This design comes from an exercise in tuning for small area and a short achievable clock period on the open sky130 flow, not from production work. Only simulation tests tie the RTL to the original design; equivalence was not proved.

==> inputs of exp/lagoon <==
Design booth2multiplier, start of the top module:
module booth2multiplier #(
    parameter bit_width = 32
    )(
    input wire [bit_width-1:0] A,    
    input wire [bit_width-1:0] B,    
    input wire clk, reset_n,
    output wire [2*bit_width-1:0] OUT
);
wire n1;
g_nand2 u_n1 (.a(A[0]), .b(reset_n), .y(n1));
wire n2;
g_nand2 u_n2 (.a(A[1]), .b(reset_n), .y(n2));
wire n3;
g_nand2 u_n3 (.a(A[2]), .b(reset_n), .y(n3));
wire n4;
g_nand2 u_n4 (.a(A[3]), .b(reset_n), .y(n4));
wire n5;
g_nand2 u_n5 (.a(A[4]), .b(reset_n), .y(n5));
wire n6;
g_nand2 u_n6 (.a(A[5]), .b(reset_n), .y(n6));
wire n7;
g_nand2 u_n7 (.a(A[6]), .b(reset_n), .y(n7));
wire n8;
g_nand2 u_n8 (.a(A[7]), .b(reset_n), .y(n8));
wire n9;
g_nand2 u_n9 (.a(A[8]), .b(reset_n), .y(n9));
wire n10;
g_nand2 u_n10 (.a(A[9]), .b(reset_n), .y(n10));
wire n11;
g_nand2 u_n11 (.a(A[10]), .b(reset_n), .y(n11));
wire n12;
g_nand2 u_n12 (.a(A[11]), .b(reset_n), .y(n12));
wire n13;
g_nand2 u_n13 (.a(A[12]), .b(reset_n), .y(n13));
wire n14;
g_nand2 u_n14 (.a(A[13]), .b(reset_n), .y(n14));
wire n15;
g_nand2 u_n15 (.a(A[14]), .b(reset_n), .y(n15));
wire n16;
g_nand2 u_n16 (.a(A[15]), .b(reset_n), .y(n16));
wire n17;
g_nand2 u_n17 (.a(A[16]), .b(reset_n), .y(n17));
wire n18;
g_nand2 u_n18 (.a(A[17]), .b(reset_n), .y(n18));
wire n19;
g_nand2 u_n19 (.a(A[18]), .b(reset_n), .y(n19));
wire n20;
g_nand2 u_n20 (.a(A[19]), .b(reset_n), .y(n20));
wire n21;
g_nand2 u_n21 (.a(A[20]), .b(reset_n), .y(n21));
wire n22;
g_nand2 u_n22 (.a(A[21]), .b(reset_n), .y(n22));
wire n23;
g_nand2 u_n23 (.a(A[22]), .b(reset_n), .y(n23));
wire n24;
  ...
Settings: LEC_CHECK=0, CAP_MARGIN=20, CORE_MARGIN=2, CORE_UTILIZATION=45, SETUP_SLACK_MARGIN=4.6, SLEW_MARGIN=20, SYNTH_HIERARCHICAL=1; clock period 13.0 ns.
standard.sh (not shown) runs the stock make flow with config.mk's settings and CLKGATE_MAP_FILE= SYNTH_SCRIPT=/design/flow/synth_recipe.tcl, a recipe that flattens the netlist after the stock synthesis.
==> flow/flow/run.sh <==
#!/bin/bash
# The standard layout (the standard.sh, all ORFS steps from synthesis to
# finish), except that the port buffers placed before global placement are
# sky130_fd_sc_hd__buf_1 cells instead of the default delay-buffer cell; the
# resizer upsizes them where timing needs it.  Full output in flow_standard.log.
set -euo pipefail
bash standard.sh "BUFFER_PORTS_ARGS=-buffer_cell sky130_fd_sc_hd__buf_1" finish > flow_standard.log 2>&1
==> exp/yarrow: changes against exp/lagoon <==
--- a/flow/config.mk
+++ b/flow/config.mk
@@ -9,5 +9,5 @@
 export CORE_MARGIN = 2
 export CORE_UTILIZATION = 45
-export SETUP_SLACK_MARGIN = 4.6
+export SETUP_SLACK_MARGIN = 4.3
 export SLEW_MARGIN = 20
 export SYNTH_HIERARCHICAL = 1
==> comparison <==
exp/yarrow went through all stages and came out clean. exp/lagoon passed the timing, design-rule and antenna checks. In exp/lagoon the sequential share of layout area is lower than in exp/yarrow, by 0.23 points. In exp/lagoon the final cell count is larger than in exp/yarrow, by 1.2%. Of exp/lagoon and exp/yarrow, exp/lagoon has the higher core utilization (gap 2.5 points). Between exp/lagoon and exp/yarrow, the lower hold slack is in exp/lagoon (gap 0.040 ns). Against exp/lagoon, the fmax of exp/yarrow is lower by about 3%. In exp/yarrow the routed wire length is smaller than in exp/lagoon, by 2.1%. In count of clock-buffer cells in the layout, exp/yarrow and exp/lagoon do not differ. In exp/lagoon the first-iteration DRC count is smaller than in exp/yarrow, by 14%. In synthesized area, exp/yarrow and exp/lagoon do not differ.
==> figures <==
metric	exp/yarrow	exp/lagoon
Critical path launch point	B[26]	B[23]
Ratio of layout area to synthesized area	1.137x	1.191x
Minimum setup slack after placement	2.49 ns	2.41 ns
Global routing met2 resource utilization	48.6%	49.3%
Iter 0 DRT Violations	2,340	2,006
Measured slew at the worst slew-check pin	1.11 ns	0.990 ns
Worst setup path end	ff_out[59]	ff_out[61]
Via count of the first global-routing pass	21,000	21,100
Area share of buffers outside the clock network	5.54%	7.63%
Status	timing/DRC/antenna clean	timing/DRC/antenna clean
Non-clock buffer instance count of the final layout	237	273
Period utilization	65.1%	63.1%
Clock buffers and inverters, area share	1.30%	1.23%
DP HPWL	56,100 um	57,600 um
Total area of multi-input combinational cells	0.0211 mm2	0.0216 mm2
Final Cell Area	0.0255 mm2	0.0267 mm2
WL met2	36,300 um	36,800 um

## port drivers added, routing unchanged
How much do the figures lean on ideal ports? The routed layouts below were timed once more, with nothing changed but the port constraints. Step 1 (the two cells are an assumption about what drives the block):
set clk [get_ports {clk}]
set_driving_cell -lib_cell sky130_fd_sc_hd__clkbuf_16 $clk
set_driving_cell -lib_cell sky130_fd_sc_hd__buf_2 [delete_from_list [all_inputs] $clk]
Step 2 also shifts input and output timing later by t, the mid clock arrival at the registers, as if the neighbouring blocks saw the same clock. Three values: ideal ports, drivers, drivers and shift; two values: the first two.
| run | t (ns) | setup WS [ns] | worst setup path at the end | clock arrival spread, ns | cell pins on the clock port's net |
|---|---|---|---|---|---|
| exp/lagoon | 0.454 | 4.791 / 4.794 / 4.341 | input to register | 0.026 / 0.025 | 1 |
| exp/yarrow | 0.451 | 4.532 / 4.557 / 4.106 | input to register | 0.028 / 0.028 | 1 |
After both steps setup and hold are still met in every run listed. The setup slack of exp/lagoon, which loses most, moves by +0.003 ns with the drivers and by -0.450 ns with both steps.
